Background: an optimization exercise with open tools, aiming at small area. Do not read the settings as production practice.
Function was checked by simulation only, so behaviour that the tests miss may differ from the original.
No run shown here takes its clock network from TritonCTS; it comes from the design's own scripts or RTL.
The clock input has no modelled driver; a real chip could not lean on it and would need a root buffer or a full tree.
Power figures rest on the tool's default switching activity, not on a simulated workload.

**config.mk**
```make
export PLATFORM = sky130hd
export DESIGN_NAME = Vending_Machine_Controller
export DESIGN_NICKNAME = Vending_Machine_Controller
export VERILOG_FILES = /design/flow/design.v
export SDC_FILE = /design/flow/constraint.sdc
export NUM_CORES = 8
export LEC_CHECK = 0
export CAP_MARGIN = 0
export CORE_AREA = 5 5 151 151
export DIE_AREA = 0 0 156 156
export GPL_TIMING_DRIVEN = 0
export SLEW_MARGIN = 0
```
**constraint.sdc**
```tcl
create_clock -name core_clock -period 30.0 [get_ports {clk}]
set_input_delay 6.0000 -clock core_clock [delete_from_list [all_inputs] [get_ports {clk}]]
set_output_delay 6.0000 -clock core_clock [all_outputs]
set_load 0.01 [all_outputs]
```
**design.v**
```verilog
module Vending_Machine_Controller(
input clk, input reset, input  conf_switch,input i_nickel, input i_dime, input i_quarter,
input sw0, input sw1, input sw2, input sw3,
output reg  oled_Soda, output reg  oled_Chips, output reg  oled_ProteinBar,
output reg  oled_Water,output reg oled_Error,
 output [3:0] o_costMSB, output [3:0] o_costLSB,
 output [3:0] o_moneyMSB, output [3:0] o_moneyLSB,
 output reg [127:0] Page0, output reg [127:0] Page1, output reg [127:0] Page2, output reg [127:0] Page3
    );
    localparam [2:0] ZI = 3'd3,   
                     ZB = 3'd5,   
                     ZP = 3'd4,   
                     ZS = 3'd7,   
                     ZE = 3'd6,   
                     ZX = 3'd2,   
                     ZD = 3'd1,   
                     ZC = 3'd0;   
    reg [2:0] z;
    reg [3:0] nr;
    wire [3:0] r = ~nr;
    reg [4:0] md;    
    reg ovf;
    reg [4:0] cd;    
    assign o_costMSB = cd[4:1];
    assign o_costLSB = {1'b0, cd[0], 1'b0, cd[0]};
    assign o_moneyMSB = md[4:1];
    assign o_moneyLSB = {1'b0, md[0], 1'b0, md[0]};
    wire [3:0] sw = {sw3, sw2, sw1, sw0};
    wire disc = sw0 & sw2;
    wire too_much = (sw3 & (sw0 | sw1 | sw2)) | (sw1 & sw2);
    wire [4:0] c = {sw3 | disc, sw1 | (sw2 & ~sw0), sw0 ^ sw2, sw1 | disc, sw0 ^ sw2};
    wire [4:0] base = ovf ? 5'd19 : md;
    wire init_br = (z == ZI && ovf) || (z == ZC && !ovf);
    wire sel_br = (z == ZI && !ovf) || z == ZB || z == ZS || z == ZE || z == ZX;
    wire disp_br = z == ZP;
    wire first_chg = z == ZD;
    wire [4:0] coin = {1'b0, i_quarter & i_dime & i_nickel, i_quarter & ~(i_dime & i_nickel), i_dime ^ (i_nickel & i_quarter), i_nickel ^ i_quarter};
    wire [4:0] opnd = sel_br ? coin : ~cd;
    wire [4:0] sum = base + opnd + {4'd0, !sel_br};
    wire s_ok = !(sum[4] & (sum[3] | sum[2]));
    wire short = sum < {c[4:1], c[0] | (sw == 4'd0)};
    always @(posedge clk) begin
        if (reset) begin
            z <= ZI;
            ovf <= 1'b1;
            nr <= 4'b1111;
            md <= 5'd0;
            cd <= 5'd0;
        end else if (init_br) begin
            z <= ZI;
            ovf <= 1'b0;
            nr <= 4'b1111;
            md <= 5'd0;
            cd <= 5'd0;
        end else if (sel_br) begin
            nr <= ~sw;
            if (!too_much) cd <= c;
            if (s_ok) begin
                md <= sum[4:0];
                ovf <= 1'b0;
            end else
                ovf <= 1'b1;
            if (!conf_switch) z <= ZB;
            else if (too_much) z <= ZX;
            else if (short) z <= ZE;
            else if (sw == 4'd0) z <= ZS;
            else z <= ZP;
        end else if (disp_br) begin
            nr <= ~sw;
            if (disc) cd[4:1] <= {cd[4] & cd[1], cd[3] | (cd[4] & ~cd[1]), (cd[3] & cd[2] & cd[1]) | (cd[4] & ~cd[1]), ~cd[1]};
            z <= ZD;
        end else begin
            if (first_chg) md <= sum[4:0];
            z <= ZC;
            ovf <= |sw;
        end
    end
    localparam [127:0] T0 = "ENEB344         ",
                       T1 = "Vending Machine ",
                       T2 = "Giovanni Argueta",
                       BL = "                ",
                       M0 = "Water:SW3=0     ",
                       M1 = "Chips:SW2=0     ",
                       M2 = "PB:SW1=0DC:SW0=0",
                       BUY = "Buy: SW4=1      ",
                       SEL = "Select a prod   ",
                       ENT = "Enter more money",
                       DES = "Deselect prod(s)",
                       DSP = "....Dipensing...",
                       DIS = "Discount!20c off",
                       H0 = "Here's your     ",
                       H1 = "Change          ",
                       H2 = "Turn off all sws",
                       H3 = "to buy again    ";
    always @* begin
        oled_Water = 1'b0; oled_Chips = 1'b0; oled_ProteinBar = 1'b0; oled_Soda = 1'b0;
        oled_Error = 1'b0;
        case (z)
            ZI: begin
                Page0 = T0; Page1 = T1; Page2 = T2; Page3 = BL;
            end
            ZD: begin
                Page0 = BL; Page1 = BL; Page2 = DSP; Page3 = (r[0] & r[2]) ? DIS : BL;
                {oled_Soda, oled_ProteinBar, oled_Chips, oled_Water} = r;
            end
            ZC: begin
                Page0 = H0; Page1 = H1; Page2 = H2; Page3 = H3;
                {oled_Soda, oled_ProteinBar, oled_Chips, oled_Water} = r;
            end
            default: begin
                Page0 = M0 | {80'd0, 7'd0, r[0], 40'd0};
                Page1 = M1 | {80'd0, 7'd0, r[1], 40'd0};
                Page2 = M2 | {56'd0, 7'd0, r[2], 56'd0, 7'd0, r[3]};
                case (z)
                    ZS: Page3 = SEL;
                    ZE: Page3 = ENT;
                    ZX: Page3 = DES;
                    default: Page3 = BUY;
                endcase
                oled_Error = z == ZS || z == ZE || z == ZX;
            end
        endcase
    end
endmodule
```
**flow/run.sh**
```bash
#!/bin/bash
# Layout flow: the standard flow (standard.sh) with these changes:
#  - after the standard synthesis, the combinational logic between the
#    registers is re-mapped for area (flow/resynth.tcl, trying the ABC
#    scripts in flow/abc/ and keeping the smallest); registers untouched;
#  - minimum-size port buffers;
#  - global placement not timing-driven (flow/pre_gpl.tcl removes the
#    synthesis buffers, as timing-driven placement would);
#  - the tie cells of constant outputs are paired so that no tie pin is left
#    unused (flow/ties_pair.tcl after floorplan, flow/ties_inv.tcl after
#    global placement);
#  - after global placement, the driver of a net with more than SPLIT_FANOUT
#    loads, or whose slowest load sees a slew above SPLIT_SLEW_NS, is
#    duplicated per group of loads (flow/split_fanout.tcl, split_slew.tcl);
#  - after CTS the clock tree is replaced by two buffers on the clock port,
#    each driving the registers near it (flow/clock_groups.tcl).
# Each tool's output goes to a log file of its own in this folder.
set -euo pipefail
F=$(pwd)/flow
R=$(pwd)/orfs/results/$FLOW_PLATFORM/Vending_Machine_Controller/base
LIB=$FLOW_HOME/platforms/$FLOW_PLATFORM/lib/sky130_fd_sc_hd__tt_025C_1v80.lib

bash standard.sh synth > make_synth.log 2>&1
cp $R/1_2_yosys.v std_synth.v
python3 $F/cellmodels.py $LIB cells.v > cellmodels.log 2>&1
RS_LIB=$LIB RS_CELLS=cells.v RS_IN=std_synth.v RS_TOP=$FLOW_TOP \
RS_DONT_USE="sky130_fd_sc_hd__probe_p_8 sky130_fd_sc_hd__probec_p_8 sky130_fd_sc_hd__lpflow_*" \
RS_ABC="$(ls $F/abc/*.abc | tr '\n' ' ')" RS_STAT=resynth_stat.txt RS_OUT=resynth.v \
  yosys -c $F/resynth.tcl > resynth.log 2>&1
cp resynth.v $R/1_2_yosys.v
SPLIT_FANOUT=25 SPLIT_SLEW_NS=1.2 CLOCK_GROUPS=2 CLOCK_PULL=0.5 CLOCK_GROUP_BUF=sky130_fd_sc_hd__clkbuf_4 bash standard.sh finish \
  "BUFFER_PORTS_ARGS=-buffer_cell sky130_fd_sc_hd__buf_1" \
  "CTS_ARGS=-sink_clustering_enable -repair_clock_nets -buf_list sky130_fd_sc_hd__clkbuf_4 -sink_clustering_size 50 -sink_clustering_max_diameter 400 -dont_use_dummy_load" \
  "PRE_GLOBAL_PLACE_TCL=$F/pre_gpl.tcl" \
  "POST_FLOORPLAN_TCL=$F/ties_pair.tcl" \
  "POST_GLOBAL_PLACE_TCL=$F/post_gpl.tcl" \
  "POST_CTS_TCL=$F/clock_groups.tcl" > make_finish.log 2>&1
```
**flow/abc/ds0.abc**
```
strash
&get -n
&deepsyn -I 1 -J 50 -S 0
&put
dch -f
amap
```
**flow/abc/ds1.abc**
```
strash
&get -n
&deepsyn -I 1 -J 50 -S 1
&put
dch -f
amap
```
**flow/abc/ds10.abc**
```
strash
&get -n
&deepsyn -I 1 -J 50 -S 10
&put
dch -f
amap
```
**flow/abc/ds11.abc**
```
strash
&get -n
&deepsyn -I 1 -J 50 -S 11
&put
dch -f
amap
```
**flow/abc/ds12.abc**
```
strash
&get -n
&deepsyn -I 1 -J 50 -S 12
&put
dch -f
amap
```
**flow/abc/ds13.abc**
```
strash
&get -n
&deepsyn -I 1 -J 50 -S 13
&put
dch -f
amap
```
**flow/abc/ds14.abc**
```
strash
&get -n
&deepsyn -I 1 -J 50 -S 14
&put
dch -f
amap
```
**flow/abc/ds15.abc**
```
strash
&get -n
&deepsyn -I 1 -J 50 -S 15
&put
dch -f
amap
```
**flow/abc/ds2.abc**
```
strash
&get -n
&deepsyn -I 1 -J 50 -S 2
&put
dch -f
amap
```
**flow/abc/ds3.abc**
```
strash
&get -n
&deepsyn -I 1 -J 50 -S 3
&put
dch -f
amap
```
**flow/abc/ds4.abc**
```
strash
&get -n
&deepsyn -I 1 -J 50 -S 4
&put
dch -f
amap
```
**flow/abc/ds5.abc**
```
strash
&get -n
&deepsyn -I 1 -J 50 -S 5
&put
dch -f
amap
```
**flow/abc/ds6.abc**
```
strash
&get -n
&deepsyn -I 1 -J 50 -S 6
&put
dch -f
amap
```
**flow/abc/ds7.abc**
```
strash
&get -n
&deepsyn -I 1 -J 50 -S 7
&put
dch -f
amap
```
**flow/abc/ds8.abc**
```
strash
&get -n
&deepsyn -I 1 -J 50 -S 8
&put
dch -f
amap
```
**flow/abc/ds9.abc**
```
strash
&get -n
&deepsyn -I 1 -J 50 -S 9
&put
dch -f
amap
```
**flow/cellmodels.py**
```python
#!/usr/bin/env python3
"""Write Verilog models of the liberty's cells: combinational cells as assigns
of their liberty functions, every other cell (flip-flops, ties, ...) as a
blackbox with its pins.  Usage: cellmodels.py LIB OUT.v"""
import re, sys

def cells(text):
    i = 0
    for m in re.finditer(r'\n\s*cell\s*\(\s*"?([A-Za-z0-9_]+)"?\s*\)\s*\{', text):
        start = m.end()
        depth = 1
        j = start
        while depth:
            c = text[j]
            if c == '{':
                depth += 1
            elif c == '}':
                depth -= 1
            j += 1
        yield m.group(1), text[start:j - 1]

def pins(body):
    for m in re.finditer(r'\n\s*pin\s*\(\s*"?([A-Za-z0-9_]+)"?\s*\)\s*\{', body):
        start = m.end()
        depth = 1
        j = start
        while depth:
            c = body[j]
            if c == '{':
                depth += 1
            elif c == '}':
                depth -= 1
            j += 1
        pb = body[start:j - 1]
        # only this pin's own attributes, not nested groups
        flat = re.sub(r'\{[^{}]*\}', '', pb)
        while re.search(r'\{[^{}]*\}', flat):
            flat = re.sub(r'\{[^{}]*\}', '', flat)
        d = re.search(r'direction\s*:\s*"?(\w+)"?', flat)
        f = re.search(r'function\s*:\s*"([^"]*)"', flat)
        yield m.group(1), d.group(1) if d else None, f.group(1) if f else None

def main():
    text = open(sys.argv[1]).read()
    out = []
    for name, body in cells(text):
        ps = list(pins(body))
        seq = re.search(r'\n\s*(ff|latch|statetable)\s*\(', body) is not None
        ins = [p for p, d, f in ps if d == 'input']
        outs = [(p, f) for p, d, f in ps if d == 'output']
        others = [p for p, d, f in ps if d not in ('input', 'output')]
        comb = (not seq and outs and not others and all(f for p, f in outs)
                and all(re.fullmatch(r'[A-Za-z0-9_!&|^() ]+', f) for p, f in outs)
                and all(set(re.findall(r'[A-Za-z_][A-Za-z0-9_]*', f)) <= set(ins) for p, f in outs))
        decl = ', '.join([f'input {p}' for p in ins] + [f'output {p}' for p, f in outs]
                         + [f'inout {p}' for p in others])
        if comb:
            out.append(f'module {name}({decl});')
            for p, f in outs:
                out.append(f'  assign {p} = {f.replace("!", "~")};')
            out.append('endmodule')
        else:
            out.append(f'(* blackbox *) module {name}({decl});')
            out.append('endmodule')
    open(sys.argv[2], 'w').write('\n'.join(out) + '\n')

main()
```
**flow/clock_groups.tcl**
```tcl
# After CTS: replace the clock tree by CLOCK_GROUPS buffers (cell
# CLOCK_GROUP_BUF) fed by the clock port, each driving the flip-flops of one
# group; the flip-flops are grouped by position (k-means) and each buffer is
# placed at its group's centre; the group's flip-flops are moved towards it
# by the fraction CLOCK_PULL.  The placement is legalised again.
set block [ord::get_db_block]
set k $::env(CLOCK_GROUPS)
set master [[ord::get_db] findMaster $::env(CLOCK_GROUP_BUF)]
set clk_net [[$block findBTerm clk] getNet]
# every clock buffer below the port, and every other clock pin (the sinks)
set bufs {}
set sinks {}
set todo [list $clk_net]
while {[llength $todo]} {
  set n [lindex $todo 0]
  set todo [lrange $todo 1 end]
  foreach it [$n getITerms] {
    if {![$it isInputSignal]} { continue }
    set inst [$it getInst]
    if {[string match "sky130_fd_sc_hd__clkbuf_*" [[$inst getMaster] getName]]} {
      lappend bufs $inst
      lappend todo [[$inst findITerm X] getNet]
    } else {
      lappend sinks $it
    }
  }
}
foreach b $bufs {
  set o [[$b findITerm X] getNet]
  foreach it [$o getITerms] { if {[$it getInst] ne $b} { $it disconnect } }
  odb::dbInst_destroy $b
  odb::dbNet_destroy $o
}
foreach it $sinks { $it disconnect }
# k-means on the sinks' positions, started from the sinks sorted along x
set pts {}
foreach it $sinks {
  set b [[$it getInst] getBBox]
  lappend pts [list [expr {([$b xMin] + [$b xMax]) / 2}] [expr {([$b yMin] + [$b yMax]) / 2}]]
}
set n [llength $pts]
set order [lsort -integer -indices -index 0 [lmap p $pts {lindex $p 0}]]
set cent {}
for {set g 0} {$g < $k} {incr g} {
  lappend cent [lindex $pts [lindex $order [expr {int(($g + 0.5) * $n / $k)}]]]
}
for {set iter 0} {$iter < 50} {incr iter} {
  set assign {}
  foreach p $pts {
    set best 0; set bd 1e30
    for {set g 0} {$g < $k} {incr g} {
      lassign [lindex $cent $g] cx cy
      set d [expr {abs([lindex $p 0] - $cx) + abs([lindex $p 1] - $cy)}]
      if {$d < $bd} { set bd $d; set best $g }
    }
    lappend assign $best
  }
  set new {}
  for {set g 0} {$g < $k} {incr g} {
    set sx 0; set sy 0; set c 0
    foreach p $pts a $assign { if {$a == $g} { set sx [expr {$sx + [lindex $p 0]}]; set sy [expr {$sy + [lindex $p 1]}]; incr c } }
    if {$c} { lappend new [list [expr {$sx / $c}] [expr {$sy / $c}]] } else { lappend new [lindex $cent $g] }
  }
  set cent $new
}
for {set g 0} {$g < $k} {incr g} {
  set buf [odb::dbInst_create $block $master "clkbuf_group_$g"]
  set net [odb::dbNet_create $block "clknet_group_$g"]
  $net setSigType CLOCK
  [$buf findITerm A] connect $clk_net
  [$buf findITerm X] connect $net
  set c 0
  foreach it $sinks a $assign { if {$a == $g} { $it connect $net; incr c } }
  lassign [lindex $cent $g] cx cy
  # pull the group's flip-flops towards its buffer by CLOCK_PULL (0..1)
  foreach it $sinks a $assign {
    if {$a != $g} { continue }
    set inst [$it getInst]
    lassign [$inst getLocation] ix iy
    set f $::env(CLOCK_PULL)
    $inst setLocation [expr {int($ix + $f * ($cx - $ix))}] [expr {int($iy + $f * ($cy - $iy))}]
  }
  $buf setLocation [expr {int($cx)}] [expr {int($cy)}]
  $buf setPlacementStatus PLACED
  puts "clock_groups: $buf drives $c clock pins"
}
puts "clock_groups: [llength $bufs] tree buffers replaced by $k"
detailed_placement
check_placement -verbose
```
**flow/post_gpl.tcl**
```tcl
# After global placement: tie pins (ties_inv.tcl), then high-fanout nets
# (split_fanout.tcl) and nets with slow slews (split_slew.tcl).
set here [file dirname [info script]]
source $here/ties_inv.tcl
source $here/split_fanout.tcl
source $here/split_slew.tcl
```
**flow/pre_gpl.tcl**
```tcl
# Global placement runs without timing-driven mode (no buffering of
# high-fanout nets while placing); remove synthesis buffers here instead, as
# timing-driven mode would.
remove_buffers
```
**flow/resynth.tcl**
```tcl
# Re-map the combinational logic of the standard synthesis's netlist for area.
# The flip-flops are blackboxes here, so every register keeps its instance,
# name and cell type; only the logic between them is re-synthesised.  Each
# ABC script in RS_ABC is tried in turn and the smallest result is kept.
yosys -import
set lib $::env(RS_LIB)
read_verilog $::env(RS_CELLS)
read_verilog $::env(RS_IN)
hierarchy -top $::env(RS_TOP)
flatten
opt_clean -purge
hierarchy -top $::env(RS_TOP)
read_liberty -lib -ignore_redef $lib
techmap
opt -fast
design -save base
set du {}
foreach c $::env(RS_DONT_USE) { lappend du -dont_use $c }
set best_area 1e30
set best_script ""
foreach script $::env(RS_ABC) {
  design -load base
  abc -liberty $lib {*}$du -script $script
  opt_clean -purge
  tee -q -o rs_try.txt stat -liberty $lib
  set f [open rs_try.txt r]; set txt [read $f]; close $f
  if {![regexp {Chip area for module [^:]*: ([0-9.]+)} $txt -> area]} { continue }
  # keep only a fully mapped result
  set unmapped [string trim [tee -q -s result.string select -list t:\$*]]
  if {$unmapped ne ""} { puts "RESYNTH $script not fully mapped"; continue }
  puts "RESYNTH $script area $area"
  if {$area < $best_area} {
    set best_area $area
    set best_script $script
    design -save best
  }
}
puts "RESYNTH best $best_script area $best_area"
design -load best
setundef -zero
splitnets
opt_clean -purge
hilomap -singleton -hicell sky130_fd_sc_hd__conb_1 HI -locell sky130_fd_sc_hd__conb_1 LO
insbuf -buf sky130_fd_sc_hd__buf_4 A X
opt_clean -purge
check -assert -mapped
tee -o $::env(RS_STAT) stat -liberty $lib
write_verilog -noattr -nohex -nodec $::env(RS_OUT)
```
**flow/split_fanout.tcl**
```tcl
# Nets of more than SPLIT_FANOUT loads (the decoded screen text drives up to
# 37 port buffers around the die): the loads are grouped by position and the
# driving gate is duplicated for each further group, each copy placed at its
# group's centre, instead of leaving the resizer to add large buffers.
set block [ord::get_db_block]
set maxfo $::env(SPLIT_FANOUT)
proc kmeans {pts k} {
  set n [llength $pts]
  set order [lsort -integer -indices [lmap p $pts {expr {[lindex $p 0] + [lindex $p 1]}}]]
  set cent {}
  for {set g 0} {$g < $k} {incr g} {
    lappend cent [lindex $pts [lindex $order [expr {int(($g + 0.5) * $n / $k)}]]]
  }
  set assign {}
  for {set iter 0} {$iter < 50} {incr iter} {
    set assign {}
    foreach p $pts {
      set best 0; set bd 1e30
      for {set g 0} {$g < $k} {incr g} {
        lassign [lindex $cent $g] cx cy
        set d [expr {abs([lindex $p 0] - $cx) + abs([lindex $p 1] - $cy)}]
        if {$d < $bd} { set bd $d; set best $g }
      }
      lappend assign $best
    }
    set new {}
    for {set g 0} {$g < $k} {incr g} {
      set sx 0; set sy 0; set c 0
      foreach p $pts a $assign { if {$a == $g} { set sx [expr {$sx + [lindex $p 0]}]; set sy [expr {$sy + [lindex $p 1]}]; incr c } }
      if {$c} { lappend new [list [expr {$sx / $c}] [expr {$sy / $c}]] } else { lappend new [lindex $cent $g] }
    }
    set cent $new
  }
  return [list $assign $cent]
}
proc split_net {net drv loads k tag} {
  set block [ord::get_db_block]
  set inst [$drv getInst]
  set master [$inst getMaster]
  set pts {}
  foreach it $loads {
    set b [[$it getInst] getBBox]
    lappend pts [list [expr {([$b xMin] + [$b xMax]) / 2}] [expr {([$b yMin] + [$b yMax]) / 2}]]
  }
  lassign [kmeans $pts $k] assign cent
  for {set g 0} {$g < $k} {incr g} {
    lassign [lindex $cent $g] cx cy
    if {$g == 0} {
      set gi $inst
    } else {
      set gi [odb::dbInst_create $block $master "split_${tag}_$g"]
      set gnet [odb::dbNet_create $block "split_net_${tag}_$g"]
      foreach it [$inst getITerms] {
        if {[$it isInputSignal] && [$it getNet] ne "NULL"} {
          [$gi findITerm [[$it getMTerm] getName]] connect [$it getNet]
        }
      }
      [$gi findITerm [[$drv getMTerm] getName]] connect $gnet
      foreach it $loads a $assign {
        if {$a == $g} { $it disconnect; $it connect $gnet }
      }
    }
    $gi setLocation [expr {int($cx)}] [expr {int($cy)}]
    $gi setPlacementStatus PLACED
  }
}
set count 0
foreach net [$block getNets] {
  if {[$net getSigType] ne "SIGNAL"} { continue }
  if {[llength [$net getBTerms]]} { continue }
  set drv ""; set loads {}
  foreach it [$net getITerms] {
    if {[$it isOutputSignal]} { set drv $it } elseif {[$it isInputSignal]} { lappend loads $it }
  }
  set n [llength $loads]
  if {$drv eq "" || $n <= $maxfo} { continue }
  set inst [$drv getInst]
  set master [$inst getMaster]
  if {[llength [$inst getITerms]] > 8} { continue }
  set mname [$master getName]
  if {[string match "*conb*" $mname] || [string match "*df*" $mname]} { continue }
  set k [expr {int(ceil(double($n) / $maxfo))}]
  split_net $net $drv $loads $k $count
  puts "split_fanout: [$net getName] ($n loads, $mname) split in $k"
  incr count
}
puts "split_fanout: $count nets split"
```
**flow/split_slew.tcl**
```tcl
# After splitting by fanout: estimate the wires and split again, in two, any
# net whose slowest load sees a slew above SPLIT_SLEW_NS (the library limit is
# 1.5 ns), so the resizer has no reason to add large buffers.
estimate_parasitics -placement
set block [ord::get_db_block]
set limit $::env(SPLIT_SLEW_NS)
proc net_worst_slew {net} {
  set worst 0.0
  foreach it [$net getITerms] {
    if {![$it isInputSignal]} { continue }
    set pn "[[$it getInst] getName]/[[$it getMTerm] getName]"
    foreach e {rise fall} {
      set s [get_property [get_pins $pn] slew_max_$e]
      if {[string is double -strict $s]} {
        set s [sta::time_sta_ui $s]
        if {$s > $worst} { set worst $s }
      }
    }
  }
  return $worst
}
set done 0
foreach net [$block getNets] {
  if {[$net getSigType] ne "SIGNAL" || [llength [$net getBTerms]]} { continue }
  set drv ""; set loads {}
  foreach it [$net getITerms] {
    if {[$it isOutputSignal]} { set drv $it } elseif {[$it isInputSignal]} { lappend loads $it }
  }
  if {$drv eq "" || [llength $loads] < 4} { continue }
  set inst [$drv getInst]
  set mname [[$inst getMaster] getName]
  if {[string match "*conb*" $mname] || [string match "*df*" $mname] || [string match "*clkbuf*" $mname]} { continue }
  set w [net_worst_slew $net]
  if {$w <= $limit} { continue }
  puts "split_slew: [$net getName] ([llength $loads] loads, $mname) worst slew $w ns"
  split_net $net $drv $loads 2 "slew$done"
  incr done
}
puts "split_slew: $done nets split"
```
**flow/ties_inv.tcl**
```tcl
# Ties left using only their LO pin: for each pair of them, keep one and drive
# the other's port from an inverter fed by the kept cell's HI pin, so no tie
# pin is left unconnected.  Runs after port buffering and global placement.
set block [ord::get_db_block]
set lo_only {}
foreach inst [$block getInsts] {
  if {[[$inst getMaster] getName] ne "sky130_fd_sc_hd__conb_1"} { continue }
  set hn [[$inst findITerm HI] getNet]
  set ln [[$inst findITerm LO] getNet]
  if {$ln ne "NULL" && $hn eq "NULL"} { lappend lo_only $inst }
}
# pair nearest neighbours greedily
set inv_master [[ord::get_db] findMaster sky130_fd_sc_hd__inv_1]
set left $lo_only
set k 0
while {[llength $left] >= 2} {
  set a [lindex $left 0]
  set left [lrange $left 1 end]
  lassign [$a getLocation] ax ay
  set best -1; set bd 1e18
  for {set j 0} {$j < [llength $left]} {incr j} {
    lassign [[lindex $left $j] getLocation] bx by
    set d [expr {abs($bx-$ax)+abs($by-$ay)}]
    if {$d < $bd} { set bd $d; set best $j }
  }
  set b [lindex $left $best]
  set left [lreplace $left $best $best]
  lassign [$b getLocation] bx by
  set bt [$b findITerm LO]
  set pnet [$bt getNet]
  $bt disconnect
  odb::dbInst_destroy $b
  set inv [odb::dbInst_create $block $inv_master "tie_inv_$k"]
  set hnet [odb::dbNet_create $block "tie_inv_net_$k"]
  [$a findITerm HI] connect $hnet
  [$inv findITerm A] connect $hnet
  [$inv findITerm Y] connect $pnet
  $inv setLocation $bx $by
  $inv setPlacementStatus PLACED
  incr k
}
puts "ties_inv: made $k inverters"
```
**flow/ties_pair.tcl**
```tcl
# Pair tie cells: after repair_tie_fanout each constant output port has a
# conb_1 of its own, using only one of its two pins.  Give a port tied low the
# LO pin of a cell that already drives a port tied high, and delete its own
# cell, so both pins of the kept cell are used.
set block [ord::get_db_block]
set hi_only {}
set lo_only {}
foreach inst [$block getInsts] {
  if {[[$inst getMaster] getName] ne "sky130_fd_sc_hd__conb_1"} { continue }
  set hn [[$inst findITerm HI] getNet]
  set ln [[$inst findITerm LO] getNet]
  if {$hn ne "NULL" && $ln eq "NULL"} { lappend hi_only $inst }
  if {$ln ne "NULL" && $hn eq "NULL"} { lappend lo_only $inst }
}
set n [expr {min([llength $hi_only], [llength $lo_only])}]
puts "ties_pair: [llength $hi_only] high-only, [llength $lo_only] low-only ties; pairing $n"
for {set i 0} {$i < $n} {incr i} {
  set h [lindex $hi_only $i]
  set l [lindex $lo_only $i]
  set lt [$l findITerm LO]
  set net [$lt getNet]
  $lt disconnect
  [$h findITerm LO] connect $net
  odb::dbInst_destroy $l
}
```
**standard.sh**
```bash
#!/bin/bash
# synth_recipe.tcl (not shown) runs the flow's synth.tcl, then flattens the netlist and writes it again
# the make line also repeats each setting of config.mk as NAME=value (left out here)
make -C /OpenROAD-flow-scripts/flow DESIGN_CONFIG=/design/flow/config.mk WORK_HOME=/design/flow/orfs CLKGATE_MAP_FILE= SYNTH_SCRIPT=/design/flow/synth_recipe.tcl "${@:-finish}"
```
==> results of run 1 <==
[area by class of cell]
class                           instances  area share (%)
Inverter                               97            10.1
Tap cell                              275            9.51
Timing Repair Buffer                  345            35.8
Sequential cell                        18            9.96
Buffer                                  5           0.726
Multi-Input combinational cell        283            34.0
[stage by stage]
stage | cell area (um2) | setup slack, ns | cells
after floorplan | 5910 | 20.52 | 928
after global placement | 3400 | 16.65 | 971
after detailed placement | 3600 | 19.14 | 1021
after global routing | 3620 | 18.51 | 1023
final | 3620 | 19.20 | 1023
[layout by cell type (no fill, tap or decap), types with 6 or more instances in the layout]
| cell | count |
|---|---|
| a21oi_1 | 14 |
| clkinv_1 | 48 |
| conb_1 | 99 |
| nand2_1 | 23 |
| inv_1 | 49 |
| buf_1 | 348 |
| dfxtp_1 | 18 |
| o21ai_0 | 33 |
| o22ai_1 | 6 |
| nor2_1 | 78 |
[how the worst min path moves through the flow]
stage               cells past startpoint   from     to
finish                                  2  md[1]  md[1]
global route                            2  md[1]  md[1]
detailed placement                      2  md[1]  md[1]
global placement                        2  md[1]  md[1]
floorplan                               2  md[1]  md[1]
[power by group]
group / internal, mW / leakage [nW] / total [mW] / switching (mW)
sequential: 0.0322 / 0.148 / 0.0520 / 0.0199
combinational: 0.144 / 1.67 / 0.564 / 0.420
clock: 0.00319 / 0.00920 / 0.00897 / 0.00578
[sequential cells by signal, summed over array words and instances, names as in the netlist]
signal / cells
cd: 5
md: 5
nr: 4
z: 3
ovf: 1
[metal layers]
metal  GRT usage [%]  share of wire (%)  up-vias
li1                -                  -     1821
met1            14.8                 39     1675
met2            20.9                 50      270
met3            3.22                 10       11
met4            1.67               0.97        0
met5               0                  0        -
[critical path, cell delays in order, from the launching register on]
cell and delay (ns):
dfxtp_1 0.76, nand2_1 0.47, nor2_1 0.70, clkinv_1 0.66, nor3_1 1.00, clkinv_1 0.39, o21ai_0 0.27, buf_1 0.36
==> qor.txt, run 1 <==
status - timing/DRC/antenna clean
initial core utilization - 24.6%
Worst Setup Start Kind - flop
period utilization - 36.0%
DIE AREA - 24300 um2
Worst-Skew Late Latency - 0.17 ns
layout cells sized above 1 - 0.267%
Setup-failing EPs final - 0
post-layout util - 17.2%
drt pass-1 iters - 4
Max-cap violations - 0
Post-DP HPWL - 15200 um
IR drop worst, VDD - 0.0000706 V
Max-Slew Margin vs Limit - 28.3%
drt drc - 0
Slew Viols, Final - 0
Syn Inst Count - 733
syn avg cell area - 7.07 um2
Wirelength per Cell - 16.7 um
total number of vias - 3777
area delta synth->final - -30.1%
IO Pins - 543
fillers - 2470
Crit Reg-Reg Endpoint - md[0]
CP Data Arrival Time - 4.80 ns
IO buf count - 345
Mapped Area - 5180 um2
largest net degree at the start of global routing - 19
register-to-register setup slack - 25.74 ns
Ys Warns - 1
final wirelength - 17100 um
Die W - 156 um
Crit. End Element - output pin
Final Skew - 0.0305 ns
core area - 21000 um2
CP Max Fanout - 18
final hold slack - 0.485 ns
ANT nets after route - 0
count of final hold-check violations - 0
Worst setup endpoint - Page3[96]
crit path kind - reg -> out
Total Routing Usage GR - 11.9%
DRT iter0 DRCs - 132
area of the multi-input gates - 1230 um2
CP required - 24.00 ns
total grt overflow - 0
Die Ht - 156 um
first-pass GRT wire length - 21800 um
vias per std cell - 3.69
PwrDens - 173 nW/um2
leakage power - 1.82 nW
antenna diode count - 0
row count - 53
RSZ-0062 raised after global routing - false
Max Clock Freq - 92.6 MHz
initial antenna violation count - 0
Setup TNS - 0 ns
vias in the first global route - 3232
nets@finish - 858
Clock transition at path regs - 0.11 ns
crit path from - z[0]
actual slew at the worst max-slew pin - 1.07 ns
min Tclk post-route - 10.80 ns
Worst Hold Class - reg -> reg
Final Power - 0.625 mW
RR Startpoint - z[2]
Seq. cell area - 360 um2
Worst R2R Path Depth - 16
Clock Sink Count - 18
==> inputs of run 2 (changes only) <==
--- a/flow/split_slew.tcl
+++ b/flow/split_slew.tcl
@@ -12,7 +12,6 @@
     foreach e {rise fall} {
       set s [get_property [get_pins $pn] slew_max_$e]
       if {[string is double -strict $s]} {
-        set s [sta::time_sta_ui $s]
         if {$s > $worst} { set worst $s }
       }
     }
==> run 2 against run 1 <==
Against the previous run: still clean on timing, DRC and antenna; clock power decreased by 2.8%; total power decreased by 2.7%; hold slack improved by 0.0024 ns; synthesized cell count unchanged; register-to-register slack got worse by 0.51 ns; synthesized area unchanged; largest cell class unchanged.
==> qor.txt, run 2 <==
final wirelength - 16600 um (-2.7%)
Post-DP HPWL - 14900 um (-1.6%)
Wirelength per Cell - 17.0 um (+1.7%)
initial core utilization - 24.6% (unchanged)
RR Startpoint - z[1]
actual slew at the worst max-slew pin - 1.21 ns (+0.141 ns)
Top Registers - cd x5, md x5, nr x4
clock share of power - 1.4% (about the same)
Worst Hold Class - reg -> reg
DIE AREA - 24300 um2 (unchanged)
status - timing/DRC/antenna clean
crit path from - z[2]
combinational share of power - 90.7% (+0.5 points)
largest net degree at the start of global routing - 26 (+7)
Ys Warns - 1 (unchanged)
pre-CTS setup slack - 18.91 ns (-0.227 ns)
ANT nets after route - 0 (unchanged)
Int Power - 0.176 mW (-1.9%)
critical hold path startpoint - md[1]
fillers - 2513 (+1.7%)
area delta synth->final - -33.6%
IR drop worst, VDD - 0.0000662 V (-6.2%)
crit path kind - reg -> out
Clock Sink Count - 18 (unchanged)
min Tclk post-route - 10.95 ns (+0.143 ns)
most common cell after layout, fill and taps aside - buf_1
Crit. End Element - output pin
Mapped Area - 5180 um2 (unchanged)
Max-cap violations - 0 (unchanged)
IO Pins - 543 (unchanged)
Worst Setup Start Kind - flop
Final Skew - 0.0302 ns (-0.000311 ns)
core area - 21000 um2 (unchanged)
nets@finish - 814 (-5.1%)
Total Routing Usage GR - 11.6% (-0.32 points)
layout cells sized above 1 - 0.284% (+0.017 points)
vias per std cell - 3.63 (-1.8%)
Die W - 156 um (unchanged)
Worst-Skew Late Latency - 0.17 ns (about the same)
CP required - 24.00 ns (about the same)
initial antenna violation count - 0 (unchanged)
Syn Inst Count - 733 (unchanged)
Die Ht - 156 um (unchanged)
DRT iter0 DRCs - 149 (+13%)
Slew Viols, Final - 0 (unchanged)
drt drc - 0 (unchanged)
Setup TNS - 0 ns (unchanged)
RSZ-0062 raised after global routing - false
drt pass-1 iters - 4 (unchanged)
Flop pwr share - 7.9% (-0.4 points)
PwrDens - 177 nW/um2 (+2.3%)
antenna diode count - 0 (unchanged)
total number of vias - 3550 (-6.0%)
Max-Slew Margin vs Limit - 19.2% (-9.1 points)
first-pass GRT wire length - 21000 um (-3.6%)
total grt overflow - 0 (unchanged)
Max Clock Freq - 91.4 MHz (-1.3%)
row count - 53 (unchanged)
sw frac - 71.1% (-0.23 points)
Psw - 0.432 mW (-3.0%)
Clock transition at path regs - 0.11 ns (about the same)
commonest non-fill, non-tap cells in the layout - buf_1, conb_1, nor2_1
period utilization - 36.5% (+0.48 points)
Setup-failing EPs final - 0 (unchanged)
IO buf count - 345 (unchanged)
count of final hold-check violations - 0 (unchanged)
syn avg cell area - 7.07 um2 (unchanged)
leakage power - 1.75 nW (-4.1%)
Final Worst Setup Slack - 19.05 ns (-0.143 ns)
CP Max Fanout - 25 (+7)
vias in the first global route - 2989 (-7.5%)
CP Data Arrival Time - 4.95 ns (+0.15 ns)
## run 2: worst max-delay path, cell delays in order (launching register included)
cell,delay [ns]
dfxtp_1,0.49
clkinv_1,0.34
nand2_1,0.57
nor2_1,0.74
clkinv_1,0.74
nor3_1,0.86
clkinv_1,0.32
o21ai_0,0.27
buf_1,0.42
## run 2: path summary, 6_finish.rpt
check | endpoint | cells after the start | slack (ns)
worst max-delay path | Page3[96] | 8 | 19.05
worst min-delay path | md[1] | 2 | 0.49
worst max register to register | md[0] | 9 | 25.23
worst min register to register | md[1] | 2 | 0.49
## run 2: power groups by stage
stage | Combinational (mW) | Clock, mW | Sequential [mW]
6_report | 0.551 | 0.00872 | 0.0481
5_1_grt | 0.609 | 0.00973 | 0.0511
3_5_place_dp | 0.562 | 0 | 0.0502
3_3_place_gp | 0.559 | 0 | 0.0445
2_1_floorplan | 0.679 | 0 | 0.0390
## run 2: cell type report
cell class                      instances  area, um2  area share, %
Buffer                                  2       15.0          0.436
Inverter                               80        300           8.73
Multi-Input combinational cell        259       1130           32.7
Sequential cell                        18        360           10.5
Tap cell                              275        344           10.0
Timing Repair Buffer                  345       1290           37.6
## run 2: metrics by stage
stage | instances | cell area, um2 | hold slack, ns | power (mW) | util [%]
after floorplan | 928 | 5910 | 0.449 | 0.718 | -
after global placement | 971 | 3400 | 0.472 | 0.603 | 16.2
after detailed placement | 977 | 3430 | 0.474 | 0.612 | 16.3
after global routing | 979 | 3440 | 0.508 | 0.669 | 16.4
final | 979 | 3440 | 0.487 | 0.608 | 16.4
## run 2: metal layers
metal	part of all wire, %	wire, um	vias to the layer above	global-route usage [%]
met5	0	0	-	0
met3	11	1890	8	3.58
met1	38	6400	1579	14.6
li1	-	-	1702	-
met4	0.73	121	0	1.42
met2	50	8240	261	19.9
==> inputs of run 3 (changes only) <==
--- a/flow/run.sh
+++ b/flow/run.sh
@@ -28,7 +28,7 @@
 RS_ABC="$(ls $F/abc/*.abc | tr '\n' ' ')" RS_STAT=resynth_stat.txt RS_OUT=resynth.v \
   yosys -c $F/resynth.tcl > resynth.log 2>&1
 cp resynth.v $R/1_2_yosys.v
-SPLIT_FANOUT=25 SPLIT_SLEW_NS=1.2 CLOCK_GROUPS=2 CLOCK_PULL=0.5 CLOCK_GROUP_BUF=sky130_fd_sc_hd__clkbuf_4 bash standard.sh finish \
+SPLIT_FANOUT=25 SPLIT_SLEW_NS=1.35 CLOCK_GROUPS=2 CLOCK_PULL=0.5 CLOCK_GROUP_BUF=sky130_fd_sc_hd__clkbuf_4 bash standard.sh finish \
   "BUFFER_PORTS_ARGS=-buffer_cell sky130_fd_sc_hd__buf_1" \
   "CTS_ARGS=-sink_clustering_enable -repair_clock_nets -buf_list sky130_fd_sc_hd__clkbuf_4 -sink_clustering_size 50 -sink_clustering_max_diameter 400 -dont_use_dummy_load" \
   "PRE_GLOBAL_PLACE_TCL=$F/pre_gpl.tcl" \
==> run 3 against run 2 <==
Against the previous run: routed wire length unchanged; still clean; global-route usage unchanged; largest power group unchanged; register-to-register slack about the same.
==> qor.txt, run 3 <==
vias per std cell - 3.63 (unchanged)
Slew Viols, Final - 0 (unchanged)
period utilization - 36.5% (unchanged)
nets@finish - 814 (unchanged)
row count - 53 (unchanged)
Die Ht - 156 um (unchanged)
top cell family by delay on the critical path - simple AND/OR/NAND/NOR gates
drt drc - 0 (unchanged)
Clock Sink Count - 18 (unchanged)
largest net degree at the start of global routing - 26 (unchanged)
Cell Chain, Critical Path - clkinv_1, nand2_1, nor2_1, clkinv_1, nor3_1, clkinv_1, o21ai_0, buf_1
Mapped Area - 5180 um2 (unchanged)
final hold slack - 0.487 ns (unchanged)
initial core utilization - 24.6% (unchanged)
Psw - 0.432 mW (unchanged)
Top Registers - cd x5, md x5, nr x4
Flop pwr share - 7.9% (about the same)
PwrDens - 177 nW/um2 (unchanged)
IO buf count - 345 (unchanged)
Final Skew - 0.0302 ns (unchanged)
Setup-failing EPs final - 0 (unchanged)
CP bufs+invs - 4 (unchanged)
Max Clock Freq - 91.4 MHz (unchanged)
slowest library cell on the worst path - nor3_1
Worst Setup Start Kind - flop
Ys Warns - 1 (unchanged)
IR drop worst, VDD - 0.0000662 V (unchanged)
count of final hold-check violations - 0 (unchanged)
area of the multi-input gates - 1130 um2 (unchanged)
Post-DP HPWL - 14900 um (unchanged)
actual slew at the worst max-slew pin - 1.21 ns (unchanged)
CP Data Arrival Time - 4.95 ns (about the same)
first-pass GRT wire length - 21000 um (unchanged)
core area - 21000 um2 (unchanged)
Setup TNS - 0 ns (unchanged)
Syn Inst Count - 733 (unchanged)
Crit. End Element - output pin
Clock transition at path regs - 0.11 ns (about the same)
IO Pins - 543 (unchanged)
Seq. cell area - 360 um2 (unchanged)
RSZ-0062 raised after global routing - false
Crit path largest cell delay - 0.86 ns (about the same)
Max-cap violations - 0 (unchanged)
Die W - 156 um (unchanged)
status - timing/DRC/antenna clean
DRT iter0 DRCs - 149 (unchanged)
min Tclk post-route - 10.95 ns (unchanged)
most common cell after layout, fill and taps aside - buf_1
sw frac - 71.1% (unchanged)
most used cell, CP - clkinv_1
crit path kind - reg -> out
leakage power - 1.75 nW (unchanged)
Worst-Skew Late Latency - 0.17 ns (about the same)
antenna diode count - 0 (unchanged)
final wirelength - 16600 um (unchanged)
total grt overflow - 0 (unchanged)
Wirelength per Cell - 17.0 um (unchanged)
Total Routing Usage GR - 11.6% (unchanged)
Int Power - 0.176 mW (unchanged)
initial antenna violation count - 0 (unchanged)
CP required - 24.00 ns (about the same)
ANT nets after route - 0 (unchanged)
fillers - 2513 (unchanged)
Max-Slew Margin vs Limit - 19.2% (unchanged)
clock share of power - 1.4% (about the same)
Worst Hold Class - reg -> reg
drt pass-1 iters - 4 (unchanged)
total number of vias - 3550 (unchanged)
combinational share of power - 90.7% (about the same)
area delta synth->final - -33.6% (unchanged)
commonest non-fill, non-tap cells in the layout - buf_1, conb_1, nor2_1
layout cells sized above 1 - 0.284% (unchanged)
vias in the first global route - 2989 (unchanged)
syn avg cell area - 7.07 um2 (unchanged)
CP Max Fanout - 25 (unchanged)
DIE AREA - 24300 um2 (unchanged)
==> run 3: worst paths after layout <==
kind / startpoint / end / slack [ns] / cells after the start
worst max-delay path: z[2] / Page3[96] / 19.05 / 8
worst min-delay path: md[1] / md[1] / 0.49 / 2
worst max register to register: z[1] / md[0] / 25.23 / 9
worst min register to register: md[1] / md[1] / 0.49 / 2
==> run 3: stage by stage <==
stage          cells  worst slack [ns]  instance area [um2]  util [%]  power, mW
2_1_floorplan    928             20.52                 5910         -      0.718
3_3_place_gp     971             16.65                 3400      16.2      0.603
3_5_place_dp     977             18.91                 3430      16.3      0.612
5_1_grt          979             18.27                 3440      16.4      0.669
6_report         979             19.05                 3440      16.4      0.608
==> run 3: power groups by stage <==
stage          registers [mW]  clock network, mW  logic [mW]
5_1_grt                0.0511            0.00973       0.609
3_3_place_gp           0.0445                  0       0.559
2_1_floorplan          0.0390                  0       0.679
6_report               0.0481            0.00872       0.551
3_5_place_dp           0.0502                  0       0.562
==> run 3: final cells by class <==
class                           instances  area share, %
Tap cell                              275           10.0
Buffer                                  2          0.436
Timing Repair Buffer                  345           37.6
Sequential cell                        18           10.5
Inverter                               80           8.73
Multi-Input combinational cell        259           32.7
==> run 3: metal layers <==
layer / wire (um) / track usage (%) / vias to the layer above
met5: 0 / 0 / -
met4: 121 / 1.42 / 0
met3: 1890 / 3.58 / 8
met2: 8240 / 19.9 / 261
met1: 6400 / 14.6 / 1579
li1: - / - / 1702
==> run 3: worst min-delay path, cell delays in order, from the launching register on <==
cell and delay (ns):
dfxtp_1 0.33, clkinv_1 0.05, o22ai_1 0.06
==> inputs of run 4 (changes only) <==
--- a/flow/run.sh
+++ b/flow/run.sh
@@ -28,7 +28,7 @@
 RS_ABC="$(ls $F/abc/*.abc | tr '\n' ' ')" RS_STAT=resynth_stat.txt RS_OUT=resynth.v \
   yosys -c $F/resynth.tcl > resynth.log 2>&1
 cp resynth.v $R/1_2_yosys.v
-SPLIT_FANOUT=25 SPLIT_SLEW_NS=1.35 CLOCK_GROUPS=2 CLOCK_PULL=0.5 CLOCK_GROUP_BUF=sky130_fd_sc_hd__clkbuf_4 bash standard.sh finish \
+SPLIT_FANOUT=1000 SPLIT_SLEW_NS=1.2 CLOCK_GROUPS=2 CLOCK_PULL=0.5 CLOCK_GROUP_BUF=sky130_fd_sc_hd__clkbuf_4 bash standard.sh finish \
   "BUFFER_PORTS_ARGS=-buffer_cell sky130_fd_sc_hd__buf_1" \
   "CTS_ARGS=-sink_clustering_enable -repair_clock_nets -buf_list sky130_fd_sc_hd__clkbuf_4 -sink_clustering_size 50 -sink_clustering_max_diameter 400 -dont_use_dummy_load" \
   "PRE_GLOBAL_PLACE_TCL=$F/pre_gpl.tcl" \
==> run 4 against run 3 <==
Against the previous run: largest cell class unchanged; design area is 0.11% lower; combinational power hardly changed; sequential cell count unchanged; total power is 0.33% lower; hold slack gained 0.0028 ns; final cell count decreased by 0.10%; fmax down 1.3%; sequential share of layout area about the same; global-route usage down 0.082 points; first-iteration DRC count is 21% lower.
==> qor.txt, run 4 <==
IO Pins - 543 (unchanged)
clock share of power - 1.4% (about the same)
Die Ht - 156 um (unchanged)
Setup-failing EPs final - 0 (unchanged)
final hold slack - 0.490 ns (+0.00283 ns)
Flop pwr share - 8.0% (about the same)
Ys Warns - 1 (unchanged)
Total Routing Usage GR - 11.5% (-0.082 points)
drt drc - 0 (unchanged)
initial antenna violation count - 0 (unchanged)
combinational share of power - 90.6% (about the same)
Cell Chain, Critical Path - clkinv_1, nand2_1, nor2_1, clkinv_1, nor3_1, nor2_1, nor2_1, buf_1
Setup TNS - 0 ns (unchanged)
Max Clock Freq - 90.2 MHz (-1.3%)
Worst R2R Path Depth - 9 (unchanged)
Worst-Skew Late Latency - 0.16 ns (about the same)
period utilization - 37.0% (+0.47 points)
Top Registers - cd x5, md x5, nr x4
CP Max Fanout - 25 (unchanged)
DRT iter0 DRCs - 118 (-21%)
commonest non-fill, non-tap cells in the layout - buf_1, conb_1, nor2_1
most common cell after layout, fill and taps aside - buf_1
vias in the first global route - 2961 (-0.94%)
leakage power - 1.75 nW (-0.12%)
largest net degree at the start of global routing - 35 (+35%)
RR Startpoint - z[1]
initial core utilization - 24.6% (unchanged)
actual slew at the worst max-slew pin - 1.11 ns (-0.0939 ns)
Syn Inst Count - 733 (unchanged)
fillers - 2494 (-0.76%)
count of final hold-check violations - 0 (unchanged)
PwrDens - 176 nW/um2 (-0.22%)
crit path kind - reg -> out
vias per std cell - 3.62 (-0.12%)
routed length on met1 - 6500 um (+1.6%)
row count - 53 (unchanged)
layout cells sized above 1 - 0.284% (+0.00040 points)
crit path from - z[2]
core area - 21000 um2 (unchanged)
most used cell, CP - nor2_1
area delta synth->final - -33.6%
Die W - 156 um (unchanged)
Final Worst Setup Slack - 18.91 ns (-0.141 ns)
pre-CTS setup slack - 18.93 ns (+0.0191 ns)
slowest library cell on the worst path - nor3_1
status - timing/DRC/antenna clean
CP Data Arrival Time - 5.09 ns (+0.14 ns)
final wirelength - 16700 um (+0.29%)
first-pass GRT wire length - 20800 um (-0.95%)
WL met2 - 8370 um (+1.6%)
RSZ-0062 raised after global routing - false
Mapped Area - 5180 um2 (unchanged)
Crit path largest cell delay - 0.90 ns (+0.04 ns)
drt pass-1 iters - 4 (unchanged)
ANT nets after route - 0 (unchanged)
nets@finish - 813 (-0.12%)
antenna diode count - 0 (unchanged)
fin cells - 978 (-0.10%)
syn avg cell area - 7.07 um2 (unchanged)
uppermost routed layer - met4
Clock transition at path regs - 0.11 ns (about the same)
DIE AREA - 24300 um2 (unchanged)
total number of vias - 3542 (-0.23%)
Clock Sink Count - 18 (unchanged)
Crit. End Element - output pin
Crit Reg-Reg Endpoint - md[0]
Wirelength per Cell - 17.1 um (+0.39%)
register-to-register setup slack - 25.21 ns (-0.02 ns)
wire length on met3 - 1760 um (-6.9%)
sw frac - 71.0% (-0.12 points)
Max-Slew Margin vs Limit - 24.9% (+5.8 points)
Post-DP HPWL - 14900 um (-0.46%)
min Tclk post-route - 11.09 ns (+0.141 ns)
IO buf count - 345 (unchanged)
Psw - 0.430 mW (-0.50%)
Slew Viols, Final - 0 (unchanged)
Max-cap violations - 0 (unchanged)
Worst Hold Class - reg -> reg
Final Skew - 0.0289 ns (-0.00130 ns)
CP required - 24.00 ns (about the same)
Worst setup endpoint - Page3[38]
IR drop worst, VDD - 0.0000649 V (-2.0%)
total grt overflow - 0 (unchanged)
Int Power - 0.176 mW (about the same)
Worst Setup Start Kind - flop
Placed Instances - 976 (-0.10%)
-- run 4: worst max-delay path, delay by kind of cell (launching register included) --
| kind | cells | cell delay, ns |
|---|---|---|
| buf+inv | 3 | 1.29 |
| flops | 1 | 0.50 |
| simple gates | 5 | 3.11 |
-- run 4: worst min path at each step --
stage               start     to  cells after the start
global placement    md[1]  md[1]                      2
detailed placement  md[1]  md[1]                      2
floorplan           md[1]  md[1]                      2
global route        md[4]  md[4]                      2
finish              md[4]  md[4]                      2
-- run 4: through the flow --
| stage | power, mW | util, % | area, um2 |
|---|---|---|---|
| 2_1_floorplan | 0.718 | - | 5910 |
| 3_3_place_gp | 0.603 | 16.2 | 3400 |
| 3_5_place_dp | 0.610 | 16.3 | 3420 |
| 5_1_grt | 0.668 | 16.4 | 3440 |
| 6_report | 0.606 | 16.4 | 3440 |
-- run 4: cell type report --
class,instances,area (um2),area share [%]
Inverter,79,297,8.63
Tap cell,275,344,10.0
Timing Repair Buffer,345,1290,37.7
Multi-Input combinational cell,259,1130,32.8
Buffer,2,15.0,0.437
Sequential cell,18,360,10.5
-- run 4: routing by layer --
layer / track usage [%] / up-vias
li1: - / 1697
met1: 14.2 / 1602
met2: 20.4 / 238
met3: 3.41 / 5
met4: 1.04 / 0
met5: 0 / -
-- run 4: power by group through the flow --
stage / clock network (mW) / registers, mW / logic [mW]
5_1_grt: 0.00961 / 0.0510 / 0.608
2_1_floorplan: 0 / 0.0390 / 0.679
3_5_place_dp: 0 / 0.0501 / 0.560
6_report: 0.00865 / 0.0483 / 0.549
3_3_place_gp: 0 / 0.0445 / 0.559
==> inputs of run 5 (changes only) <==
--- a/config.mk
+++ b/config.mk
@@ -9,4 +9,5 @@
 export CORE_AREA = 5 5 151 151
 export DIE_AREA = 0 0 156 156
 export GPL_TIMING_DRIVEN = 0
+export PLACE_DENSITY = 0.35
 export SLEW_MARGIN = 0
==> run 5 against run 4 <==
Against the previous run: design area decreased by 0.22%; largest cell class unchanged; critical endpoint is now Page3[94]; utilization about the same; total power shrank 0.73%; still clean on timing, DRC and antenna; worst setup slack better by 0.21 ns; sequential power fell by 5.6%; clock skew down 0.028 ns; routed wire length down 6.9%; synthesized cell count unchanged; final cell count fell by 0.20%; die area stayed put.
==> qor.txt, run 5 <==
status - timing/DRC/antenna clean
Clock transition at path regs - 0.10 ns (about the same)
IR drop worst, VDD - 0.0000594 V (-8.4%)
Wirelength per Cell - 15.9 um (-6.7%)
total number of vias - 3421 (-3.4%)
layout cells sized above 1 - 0.285% (+0.00081 points)
RR Startpoint - z[2]
register-to-register setup slack - 24.79 ns (-0.42 ns)
Max Clock Freq - 91.9 MHz (+1.9%)
row count - 53 (unchanged)
period utilization - 36.3% (-0.70 points)
critical hold path startpoint - md[2]
vias per std cell - 3.51 (-3.2%)
drt drc - 0 (unchanged)
Crit path largest cell delay - 0.83 ns (-0.07 ns)
total grt overflow - 0 (unchanged)
crit path kind - reg -> out
Die W - 156 um (unchanged)
Slew Viols, Final - 0 (unchanged)
Post-DP Area - 3410 um2 (-0.22%)
min Tclk post-route - 10.88 ns (-0.210 ns)
initial core utilization - 24.6% (unchanged)
fillers - 2508 (+0.56%)
DRT iter0 DRCs - 118 (unchanged)
Placed Instances - 974 (-0.20%)
IO buf count - 345 (unchanged)
Top Registers - cd x5, md x5, nr x4
syn avg cell area - 7.07 um2 (unchanged)
CP required - 24.00 ns (about the same)
IO Pins - 543 (unchanged)
drt pass-1 iters - 4 (unchanged)
Cell Chain, Critical Path - clkinv_1, nand2_1, nor2_1, clkinv_1, nor3_1, nor2_1, nor2_1, buf_1
Setup TNS - 0 ns (unchanged)
antenna diode count - 0 (unchanged)
Crit. End Element - output pin
Clock Sink Count - 18 (unchanged)
core area - 21000 um2 (unchanged)
leakage power - 1.74 nW (-0.44%)
largest net degree at the start of global routing - 35 (unchanged)
nets@finish - 811 (-0.25%)
Seq. cell area - 360 um2 (unchanged)
vias in the first global route - 3012 (+1.7%)
area of the multi-input gates - 1120 um2 (-0.67%)
Hold EP - md[2]
first-pass GRT wire length - 20100 um (-3.1%)
CP Max Fanout - 32 (+28%)
RSZ-0062 raised after global routing - false
PwrDens - 175 nW/um2 (-0.52%)
Final Skew - 0.000838 ns (-0.0281 ns)
Worst Setup Start Kind - flop
area delta synth->final - -33.8%
Syn Inst Count - 733 (unchanged)
Worst Hold Class - reg -> reg
Mapped Area - 5180 um2 (unchanged)
Max-cap violations - 0 (unchanged)
Post-DP HPWL - 13700 um (-7.8%)
Die Ht - 156 um (unchanged)
Setup-failing EPs final - 0 (unchanged)
final wirelength - 15600 um (-6.9%)
ANT nets after route - 0 (unchanged)
CP bufs+invs - 3 (unchanged)
count of final hold-check violations - 0 (unchanged)
actual slew at the worst max-slew pin - 1.18 ns (+0.0645 ns)
Final Power - 0.601 mW (-0.73%)
Total Routing Usage GR - 10.8% (-0.72 points)
Max-Slew Margin vs Limit - 21.2% (-3.7 points)
slowest library cell on the worst path - nor2_1
Hold Path Stages - 2 (unchanged)
fin cells - 976 (-0.20%)
most used cell, CP - nor2_1
commonest non-fill, non-tap cells in the layout - buf_1, conb_1, nor2_1
Worst R2R Path Depth - 10 (+1)
DIE AREA - 24300 um2 (unchanged)
Crit Reg-Reg Endpoint - md[1]
initial antenna violation count - 0 (unchanged)
Final Cell Area - 3430 um2 (-0.22%)
post-layout util - 16.3% (-0.036 points)
Worst-Skew Late Latency - 0.16 ns (about the same)
Ys Warns - 1 (unchanged)
most common cell after layout, fill and taps aside - buf_1
CP Data Arrival Time - 4.88 ns (-0.21 ns)
top cell family by delay on the critical path - simple AND/OR/NAND/NOR gates
-- run 5: changes by cell type in the layout (fill, tap and decap cells not counted) --
cell,previous run,this run
nand2_1,20,19
nor2_1,64,63
-- run 5: cell type report --
cell class,instances,area share [%]
multi-input combinational,257,32.6
buffer,2,0.438
sequential,18,10.5
tap,275,10.0
inverter,79,8.65
timing repair buffer,345,37.8
-- run 5: power by group --
part	total, mW	switching (mW)	internal (mW)
clock network	0.00934	0.00615	0.00320
registers	0.0456	0.0134	0.0322
logic	0.546	0.405	0.142
total	0.601	0.424	0.177
-- run 5: stage by stage --
stage / setup WS [ns] / hold slack [ns]
3_3_place_gp: 17.09 / 0.479
2_1_floorplan: 20.52 / 0.449
3_5_place_dp: 18.75 / 0.472
6_report: 19.12 / 0.509
5_1_grt: 18.17 / 0.538
-- run 5: worst max-delay path by stage --
stage,startpoint,to,slack [ns],cells after the start
final,z[2],Page3[94],19.12,8
after global routing,z[2],Page3[102],18.17,8
after detailed placement,z[2],Page3[102],18.75,8
after global placement,z[2],Page3[102],17.09,8
after floorplan,z[2],Page3[10],20.52,8
-- run 5: metal layers --
layer  routed length (um)  vias to the layer above  track usage (%)
met2                 7720                      224             18.2
met5                    0                        -                0
met4                   29                        0            0.625
met3                 1860                        3             4.30
met1                 5940                     1510             13.6
li1                     -                     1684                -
-- run 5: worst reg2reg max path, stage by stage, from the launching register on --
cell and delay (ns):
dfxtp_1 0.46, clkinv_1 0.28, nand2_1 0.74, nor2_1 1.09
clkinv_1 0.51, nand2_1 0.16, o21ai_0 0.11, o21ai_0 0.77
clkinv_1 0.41, o21ai_0 0.34, o22ai_1 0.19
==> inputs of run 6 (changes only) <==
--- a/config.mk
+++ b/config.mk
@@ -9,5 +9,5 @@
 export CORE_AREA = 5 5 151 151
 export DIE_AREA = 0 0 156 156
 export GPL_TIMING_DRIVEN = 0
-export PLACE_DENSITY = 0.35
+export PLACE_DENSITY = 0.9
 export SLEW_MARGIN = 0
==> run 6 against run 5 <==
Against the previous run: design area unchanged; synthesized area is the same; total power about the same; fmax decreased by 5.5%; final cell count stayed put; global-route usage decreased by 0.070 points; sequential share of layout area unchanged; sequential power increased by 4.4%; synthesized cell count is the same; critical path type unchanged; largest power group unchanged.
==> qor.txt, run 6 <==
fillers - 2464 (-1.8%)
final wirelength - 15600 um (+0.47%)
Crit path largest cell delay - 1.02 ns (+0.19 ns)
commonest non-fill, non-tap cells in the layout - buf_1, conb_1, nor2_1
GRT met1 Usage - 12.8% (-0.70 points)
Critical Path Stages - 8 (unchanged)
IO buf count - 345 (unchanged)
Max-cap violations - 0 (unchanged)
Clock transition at path regs - 0.10 ns (about the same)
CP required - 24.00 ns (about the same)
Worst R2R Path Depth - 10 (unchanged)
leakage power - 1.74 nW (about the same)
initial antenna violation count - 0 (unchanged)
total number of vias - 3596 (+5.1%)
final hold slack - 0.497 ns (-0.0124 ns)
Slew Viols, Final - 0 (unchanged)
GR Util met3 - 3.19% (-1.1 points)
Clock Sink Count - 18 (unchanged)
crit path kind - reg -> out
vias in the first global route - 3040 (+0.93%)
drt pass-1 iters - 4 (unchanged)
Syn Inst Count - 733 (unchanged)
most common cell after layout, fill and taps aside - buf_1
fin cells - 976 (unchanged)
Hold Path Stages - 2 (unchanged)
GRT Max-Usage Layer - met2
Worst-Skew Late Latency - 0.16 ns (about the same)
Crit. End Element - output pin
Ys Warns - 1 (unchanged)
row count - 53 (unchanged)
DIE AREA - 24300 um2 (unchanged)
antenna diode count - 0 (unchanged)
Mapped Area - 5180 um2 (unchanged)
slowest library cell on the worst path - nor2_1
CP Max Fanout - 31 (-3.1%)
CP bufs+invs - 3 (unchanged)
drt drc - 0 (unchanged)
Die W - 156 um (unchanged)
Worst Setup Start Kind - flop
Placed Instances - 974 (unchanged)
area delta synth->final - -33.8% (unchanged)
Post-DP HPWL - 13800 um (+0.44%)
PwrDens - 176 nW/um2 (about the same)
Final Power - 0.602 mW (about the same)
Max-Slew Margin vs Limit - 18.7% (-2.5 points)
met2 Use GR - 19.4% (+1.2 points)
Max Clock Freq - 86.9 MHz (-5.5%)
period utilization - 38.4% (+2.1 points)
Wirelength per Cell - 16.0 um (+0.47%)
largest net degree at the start of global routing - 35 (unchanged)
area of the multi-input gates - 1120 um2 (unchanged)
vias per std cell - 3.68 (+5.1%)
Final Skew - 0.0147 ns (+0.0138 ns)
Top Registers - cd x5, md x5, nr x4
total grt overflow - 0 (unchanged)
Post-DP Area - 3410 um2 (unchanged)
actual slew at the worst max-slew pin - 1.22 ns (+0.0365 ns)
Worst Hold Class - reg -> reg
Die Ht - 156 um (unchanged)
most used cell, CP - nor2_1
status - timing/DRC/antenna clean
ANT nets after route - 0 (unchanged)
Setup TNS - 0 ns (unchanged)
layout cells sized above 1 - 0.285% (unchanged)
RSZ-0062 raised after global routing - false
syn avg cell area - 7.07 um2 (unchanged)
min Tclk post-route - 11.51 ns (+0.628 ns)
Seq. cell area - 360 um2 (unchanged)
CP Data Arrival Time - 5.51 ns (+0.63 ns)
Final Cell Area - 3430 um2 (unchanged)
DRT iter0 DRCs - 151 (+28%)
initial core utilization - 24.6% (unchanged)
Cell Chain, Critical Path - clkinv_1, nand2_1, nor2_1, clkinv_1, nor3_1, nor2_1, nor2_1, buf_1
top cell family by delay on the critical path - simple AND/OR/NAND/NOR gates
nets@finish - 811 (unchanged)
Total Routing Usage GR - 10.7% (-0.070 points)
Setup-failing EPs final - 0 (unchanged)
first-pass GRT wire length - 19900 um (-1.0%)
IR drop worst, VDD - 0.0000870 V (+46%)
IO Pins - 543 (unchanged)
core area - 21000 um2 (unchanged)
count of final hold-check violations - 0 (unchanged)
run 6: worst paths after layout:
kind / startpoint / end / slack, ns
hold reg to reg: md[1] / md[1] / 0.50
setup reg to reg: z[2] / md[0] / 24.43
hold / removal: md[1] / md[1] / 0.50
setup / recovery: z[2] / Page3[94] / 18.49
run 6: stage by stage:
stage	setup WS, ns	util, %
2_1_floorplan	20.52	-
5_1_grt	17.48	16.3
3_5_place_dp	18.38	16.2
3_3_place_gp	17.86	16.2
6_report	18.49	16.3
run 6: metal layers:
layer	part of all wire, %	vias up
met2	51	280
met4	0.91	0
li1	-	1694
met1	37	1608
met3	11	14
met5	0	-
run 6: cell type report:
cell class / count / share of cell area (%)
multi-input cells: 257 / 32.6
repair buffers: 345 / 37.8
flip-flops and latches: 18 / 10.5
plain buffers: 2 / 0.438
inverters: 79 / 8.65
well taps: 275 / 10.0
run 6: where the power goes:
| group | total (mW) | internal [mW] | switching, mW |
|---|---|---|---|
| Sequential | 0.0476 | 0.0322 | 0.0154 |
| Clock | 0.00924 | 0.00320 | 0.00605 |
| Combinational | 0.545 | 0.142 | 0.404 |
run 6: tightest hold or removal path: stages (launching register included):
cell and delay (ns):
dfxtp_1 0.34, clkinv_1 0.05, o22ai_1 0.06

-- port drivers added, routing unchanged --
The flow's constraints put no driver on any port. The routed layouts listed below were extracted and timed again, unchanged, in two steps.
Step 1, drivers: a clkbuf_16 drives clk and a buf_2 each remaining input, both assumed.
Step 2 moves the port delays by t, midway between the first and last clock arrival at a register: inputs arrive t later, outputs are due t later. That takes back most of the time a late clock gives input paths.
Three values: ideal, step 1, step 2; two values: the first two.
run | t, ns | slack for setup (ns) | clock arrival spread, ns | worst slew at a driven data input, ns
run 1 | 0.188 | 19.196 / 19.161 / 19.349 | 0.031 / 0.030 | 0.08
run 2 | 0.183 | 19.053 / 19.022 / 19.205 | 0.030 / 0.030 | 0.07
run 3 | 0.183 | 19.053 / 19.022 / 19.205 | 0.030 / 0.030 | 0.07
run 4 | 0.183 | 18.912 / 18.879 / 19.063 | 0.029 / 0.029 | 0.07
run 5 | 0.192 | 19.122 / 19.088 / 19.279 | 0.001 / 0.001 | 0.04
run 6 | 0.185 | 18.494 / 18.465 / 18.650 | 0.015 / 0.015 | 0.05
After both steps setup and hold are still met in every run listed.
